This design comes from an exercise in tuning for small area, a short achievable clock period and few clock cycles on the open sky130 flow, not from production work. Where RTL was checked, it was by simulation tests only, not by an equivalence proof against the original.

== run D ==
==> flow/design.v <==
`timescale 1 ns / 1 ps
module Sobel (
    input         ap_clk,
    input         ap_rst,
    input         ap_start,
    output        ap_done,
    output        ap_idle,
    output        ap_ready,
    input  [31:0] p_src_mat_rows_read,
    input  [31:0] p_src_mat_cols_read,
    output [11:0] p_src_mat_data_V_address0,
    output        p_src_mat_data_V_ce0,
    input  [7:0]  p_src_mat_data_V_q0,
    output [11:0] p_dst_matx_data_V_address0,
    output        p_dst_matx_data_V_ce0,
    output        p_dst_matx_data_V_we0,
    output [7:0]  p_dst_matx_data_V_d0,
    output [11:0] p_dst_maty_data_V_address0,
    output        p_dst_maty_data_V_ce0,
    output        p_dst_maty_data_V_we0,
    output [7:0]  p_dst_maty_data_V_d0
);
localparam H  = 16;            
localparam PW = (H <= 14) ? 4 : (H <= 30) ? 5 : 6;   
localparam LH = (H < 16) ? 3 : (H < 32) ? 4 : 5;   
localparam XL = H - (1 << LH) + 1;   
localparam NS = LH + 1;
wire [12:0] R_in = p_src_mat_rows_read[12:0];
wire [6:0]  C_in = p_src_mat_cols_read[6:0];
reg          busy;             
reg          run;              
reg  [5:0]   cm1;              
reg  [6:0]   cc;               
reg  [12:0]  rem;              
reg          nfull;            
reg          nlast;            
reg  [PW-1:0] nvlen;           
reg          last;             
reg  [PW-1:0] vlen;            
reg  [PW-1:0] p;               
reg          colend;           
reg          cn;               
reg          r1;               
reg  [5:0]   cr;               
reg          lastcol;          
reg          col0, col1;       
reg          c1;               
reg          k_row, k_col, k_new;   
reg          k_ci;             
reg          flush;            
reg          ovl;              
reg          s0;               
reg          t0;               
reg  [11:0]  rd;               
reg  [11:0]  cb;               
reg          rdce;
wire accept  = !busy && ap_start;
wire st_new  = colend && (flush ? !last : (lastcol && !last && nfull));   
wire st_fl   = colend && !flush && lastcol && (last || !nfull);            
wire st_col  = colend && !flush && !lastcol;                               
wire st_end  = colend && flush && last;
wire ext     = flush && last && !r1;
wire [11:0] rd_row = rd + {5'd0, cc};
wire [11:0] rd_col = cb + 1'b1;
wire [11:0] rd_str = rd + ~{5'd0, cm1, 1'b1} + k_ci;
wire [11:0] rd_n   = ({12{k_row}} & rd_row) | ({12{k_col}} & rd_col) | ({12{k_new}} & rd_str);
wire         n_run    = run && !st_end;
wire         n_flush  = st_fl ? 1'b1 : st_new ? 1'b0 : flush;
wire         n_last   = st_new ? nlast : last;
wire [PW-1:0] n_p     = colend ? {PW{1'b0}} : p + 1'b1;
wire         n_colend = !colend && (p == vlen);
wire         n_cn     = !colend && !cn && (p == vlen);
wire         n_kcol   = n_colend && !flush && (!lastcol || last || !nfull);
wire         n_knew   = n_colend && (flush ? !last : (lastcol && !last && nfull));
always @(posedge ap_clk) begin
    if (ap_rst) begin
        busy <= 1'b0;
        run  <= 1'b0;
        rdce <= 1'b0;
        k_row <= 1'b0;
        k_col <= 1'b0;
        k_new <= 1'b0;
    end else if (accept) begin
        busy <= 1'b1;
        run  <= 1'b1;
        rdce <= 1'b1;
        k_row <= 1'b1;
        k_col <= 1'b0;
        k_new <= 1'b0;
    end else begin
        k_row <= n_run && !(ext ? cn : n_colend);
        k_col <= n_run && n_kcol;
        k_new <= n_run && n_knew;
        if (ap_done) busy <= 1'b0;
        run  <= n_run;
        rdce <= n_run && !n_flush && !(r1 && n_colend);
    end
end
always @(posedge ap_clk) begin
    nfull <= (rem >= 2*H + 2);
    nlast <= (rem <= 2*H + 2);
    nvlen <= (rem <= 2*H + 2) ? rem[PW-1:0] - (H + 2) : H;
    if (accept) begin
        cm1    <= C_in[5:0] - 1'b1;
        rem    <= R_in;
        last   <= (R_in <= H + 2);
        vlen   <= (R_in <= H + 2) ? ((R_in == 13'd1) ? {PW{1'b0}} : R_in[PW-1:0] - 2'd2) : H;
        r1     <= (R_in == 13'd1);
        cn     <= 1'b0;
        p      <= 0;
        colend <= 1'b0;
        flush  <= 1'b0;
        ovl    <= 1'b0;
        s0     <= 1'b1;
        t0     <= 1'b1;
        cb     <= 12'd0;
        cc     <= C_in;
        cr     <= C_in[5:0] - 1'b1;
        lastcol <= (C_in[5:0] == 6'd1);
        c1     <= (C_in[5:0] == 6'd1);
        col0   <= 1'b1;
        col1   <= 1'b0;
        k_ci   <= 1'b1;
    end else begin
        k_ci   <= !(n_knew && flush);
        p      <= n_p;
        colend <= ext ? cn : n_colend;
        cn     <= n_cn;
        flush  <= n_flush;
        last   <= n_last;
        if (k_col) cb <= rd_col;
        if (k_new) cb <= rd_str;
        if (st_new) begin
            rem  <= rem - H;
            vlen <= nvlen;
            s0   <= 1'b0;
            cr   <= cm1;
            lastcol <= c1;
            col0 <= 1'b1;
            col1 <= 1'b0;
            ovl  <= !flush;
            t0   <= s0;
        end
        if (st_fl || st_col) begin
            cr   <= cr - 1'b1;
            lastcol <= (cr == 6'd1);
            col0 <= 1'b0;
            col1 <= col0;
            ovl  <= 1'b0;
            t0   <= s0;
        end
    end
end
always @(posedge ap_clk) rd <= rd_n;
assign p_src_mat_data_V_address0 = rd;
assign p_src_mat_data_V_ce0      = rdce;
wire m_bot    = last && !r1 && ((p == 0 && !col0 && !col1) || (flush && colend));
wire m_valid  = run && (((!col0 || ovl) && ((p >= 2) || (p == 1 && t0))) || m_bot);
wire m_top    = t0 && (p == 1);
wire m_left   = ovl ? c1 : col1;
wire m_last   = run && st_end;
wire m_fcol   = t0 ? (p == 1) : (p == 2);
wire m_fstrip = m_left && !t0;
wire m_first  = m_left && t0 && (p == 1);    
reg m1_bot, m2_bot, m3_bot;
reg m1_valid, m1_top, m1_left, m1_right, m1_last, m1_fcol, m1_fstrip, m1_first;
reg m2_valid, m2_right, m2_last, m2_fcol, m2_fstrip, m2_first;
reg m3_valid, m3_right, m3_last;
reg w_row, w_col, w_str, w_hold, w_keep;
reg ce_d1;
always @(posedge ap_clk) begin
    if (ap_rst) begin
        m1_valid <= 1'b0; m1_last <= 1'b0;
        m2_valid <= 1'b0; m2_last <= 1'b0;
        m3_valid <= 1'b0; m3_last <= 1'b0;
        ce_d1 <= 1'b0;
    end else begin
        m1_valid <= m_valid;  m1_last <= m_last;
        m2_valid <= m1_valid; m2_last <= m1_last;
        m3_valid <= m2_valid; m3_last <= m2_last;
        ce_d1 <= rdce;
    end
end
always @(posedge ap_clk) begin
    m1_bot <= m_bot; m2_bot <= m1_bot;
    m1_top <= m_top; m1_left <= m_left; m1_right <= ovl; m1_fcol <= m_fcol; m1_fstrip <= m_fstrip; m1_first <= m_first;
    m2_right <= m1_right; m2_fcol <= m1_fcol; m2_fstrip <= m1_fstrip; m2_first <= m1_first;
    m3_right <= m2_right; m3_bot <= m2_bot;
    w_row  <= m2_valid && !m2_fcol;
    w_col  <= m2_valid && m2_fcol && !m2_fstrip && !m2_first;
    w_str  <= m2_valid && m2_fcol && m2_fstrip;
    w_hold <= !m2_valid;
    w_keep <= !(m2_valid && m2_fcol);
end
reg  [NS-1:0] sen;
always @(posedge ap_clk) begin
    if (vlen >= (1 << LH)) sen <= {1'b1, vlen[LH-1:0] - XL[LH-1:0]};
    else                   sen <= {1'b0, vlen[LH-1:0]};
end
reg [7:0] e0, e1, e2, f0, f1, f2, g0, g1, g2;
reg [7:0] e0m, g0m;
reg [8*H-1:0] va, vb;
wire [7:0] ca [0:NS];
wire [7:0] cv [0:NS];
assign ca[0] = e1;
assign cv[0] = f1;
genvar gi, gj;
generate
    for (gi = 0; gi < NS; gi = gi + 1) begin : seg
        localparam integer LEN  = (gi < LH) ? (1 << gi) : XL;
        localparam integer BASE = (gi < LH) ? ((1 << gi) - 1) : ((1 << LH) - 1);
        always @(posedge ap_clk) begin
            va[8*BASE +: 8] <= ca[gi];
            vb[8*BASE +: 8] <= cv[gi];
        end
        for (gj = 1; gj < LEN; gj = gj + 1) begin : st
            always @(posedge ap_clk) begin
                va[8*(BASE+gj) +: 8] <= va[8*(BASE+gj-1) +: 8];
                vb[8*(BASE+gj) +: 8] <= vb[8*(BASE+gj-1) +: 8];
            end
        end
        assign ca[gi+1] = sen[gi] ? va[8*(BASE+LEN-1) +: 8] : ca[gi];
        assign cv[gi+1] = sen[gi] ? vb[8*(BASE+LEN-1) +: 8] : cv[gi];
    end
endgenerate
always @(posedge ap_clk) begin
    e0 <= ce_d1 ? p_src_mat_data_V_q0 : 8'd0;
    e0m <= (ce_d1 && !m1_bot && !m1_right) ? p_src_mat_data_V_q0 : 8'd0;
    g0m <= (m1_left || m1_bot) ? 8'd0 : cv[NS];
    e1 <= e0;
    e2 <= (m1_top || m1_right) ? 8'd0 : e1;
    f0 <= ca[NS];
    f1 <= f0;
    f2 <= m1_top ? 8'd0 : f1;
    g0 <= m1_left ? 8'd0 : cv[NS];
    g1 <= g0;
    g2 <= m1_top ? 8'd0 : g1;
end
reg [9:0] sxp, sxm, syp, sym;
always @(posedge ap_clk) begin
    sxp <= {2'd0, e2} + {1'd0, e1, 1'b0} + {2'd0, e0m};
    sxm <= {2'd0, g2} + {1'd0, g1, 1'b0} + {2'd0, g0m};
    syp <= {2'd0, g0} + {1'd0, f0, 1'b0} + {2'd0, e0m};
    sym <= {2'd0, g2} + {1'd0, f2, 1'b0} + {2'd0, e2};
end
wire [10:0] gx = {1'b0, sxp} - {1'b0, sxm};
wire [10:0] gy = {1'b0, syp} - {1'b0, sym};
wire [7:0] cx = (gx[10] || m3_right) ? 8'd0 : (|gx[9:8]) ? 8'd255 : gx[7:0];
wire [7:0] cy = (gy[10] || m3_bot) ? 8'd0 : (|gy[9:8]) ? 8'd255 : gy[7:0];
reg [7:0]  ox, oy;
reg [11:0] oa, wcb;
reg        owe, odone;
wire [11:0] oa_row = oa + {5'd0, cc};
wire [11:0] oa_str = oa + 1'b1;
wire [11:0] oa_col = wcb + 1'b1;
wire [11:0] oa_n = ({12{w_row}} & oa_row) | ({12{w_col}} & oa_col) | ({12{w_str}} & oa_str) | ({12{w_hold}} & oa);
wire [11:0] wcb_n = ({12{w_col}} & oa_col) | ({12{w_str}} & oa_str) | ({12{w_keep}} & wcb);
always @(posedge ap_clk) begin
    ox <= cx;
    oy <= cy;
    wcb <= wcb_n;
    oa  <= oa_n;
end
always @(posedge ap_clk) begin
    if (ap_rst) begin
        owe   <= 1'b0;
        odone <= 1'b0;
    end else begin
        owe   <= m3_valid;
        odone <= m3_last;
    end
end
assign p_dst_matx_data_V_address0 = oa;
assign p_dst_matx_data_V_ce0      = owe;
assign p_dst_matx_data_V_we0      = owe;
assign p_dst_matx_data_V_d0       = ox;
assign p_dst_maty_data_V_address0 = oa;
assign p_dst_maty_data_V_ce0      = owe;
assign p_dst_maty_data_V_we0      = owe;
assign p_dst_maty_data_V_d0       = oy;
assign ap_done  = odone;
assign ap_ready = odone;
assign ap_idle  = !busy && !ap_start;
endmodule
clock: 5.0 ns
lec_check: 0
cap_margin: 20
core_margin: 2
core_utilization: 55
cts_cluster_diameter: 60
cts_cluster_size: 24
setup_slack_margin: 2.5
slew_margin: 20
buffer_ports_args: -buffer_cell sky130_fd_sc_hd__buf_1
standard.sh (not shown) runs the stock make flow with config.mk's settings and CLKGATE_MAP_FILE= SYNTH_SCRIPT=/design/flow/synth_recipe.tcl, a recipe that flattens the netlist after the stock synthesis.
==> flow/flow/run.sh <==
#!/bin/bash
# Standard layout flow; only the cell used to buffer the ports is chosen
# (sky130_fd_sc_hd__buf_1 instead of the tool's default pick).
set -o pipefail
cp standard.sh standard_sh_copy.log
cp config.mk config_orig.log
echo 'export BUFFER_PORTS_ARGS = -buffer_cell sky130_fd_sc_hd__buf_1' >> config.mk
bash standard.sh > standard_run.log 2>&1
#### Input delta (run E over run D)
-- flow/design.v --
<<< run D, line 245
end
wire [10:0] gx = {1'b0, sxp} - {1'b0, sxm};
wire [10:0] gy = {1'b0, syp} - {1'b0, sym};
wire [7:0] cx = (gx[10] || m3_right) ? 8'd0 : (|gx[9:8]) ? 8'd255 : gx[7:0];
wire [7:0] cy = (gy[10] || m3_bot) ? 8'd0 : (|gy[9:8]) ? 8'd255 : gy[7:0];
reg [7:0]  ox, oy;
reg [11:0] oa, wcb;
>>> run E, line 245
end
wire [10:0] gx = {1'b0, sxp} - {1'b0, sxm};
wire [10:0] gy = {1'b0, m3_bot ? 10'd0 : syp} - {1'b0, sym};
wire [7:0] cx = (gx[10] || m3_right) ? 8'd0 : (|gx[9:8]) ? 8'd255 : gx[7:0];
wire [7:0] cy = gy[10] ? 8'd0 : (|gy[9:8]) ? 8'd255 : gy[7:0];
reg [7:0]  ox, oy;
reg [11:0] oa, wcb;
--- outcome ---
Across run D and run E, the outcome is the same: a clean finish for every run. Run E vs run D: top fanout value on the critical path up. Between run D and run E, inverter count of the layout excluding clock inverters is lower for run E, run D comes in above that. The higher number of antenna violations at the first check in global routing of run D and run E is in run D. Summary — setup slack, run E relative to run D: lower, by 0.025 ns. When run E is measured against run D, its number of non-clock buffers in the layout turns out 7 higher. Compared run E against run D; multi-input combinational area share within noise.
Testbench counts of run E, summed over its fixed seeds: cycles 82,208.
The RTL of run D was laid out without a check of its function.

re-timing with driven ports:
Ports are ideal in the flow. The routed layouts listed here were re-timed in OpenROAD.
Step 1: set_driving_cell puts a clkbuf_16 on ap_clk and a buf_2 on each other input, an assumption about the parent block.
Step 2 also shifts input and output timing later by t, the mid clock arrival at the registers, as if the neighbouring blocks saw the same clock.
a / b / c = ideal ports / drivers / drivers and shift; a / b = the first two.
run | t, ns | setup WS [ns] | hold WS [ns] | worst slew at a driven data input, ns
run D | 0.597 | 2.598 / 2.598 / 2.232 | 0.321 / 0.321 / 0.321 | 0.07
run E | 0.596 | 2.573 / 2.573 / 2.235 | 0.323 / 0.323 / 0.323 | 0.04
After both steps setup and hold are still met in every run listed. The setup slack of run D, which loses most, moves by 0.000 ns with the drivers and by -0.366 ns with both steps.
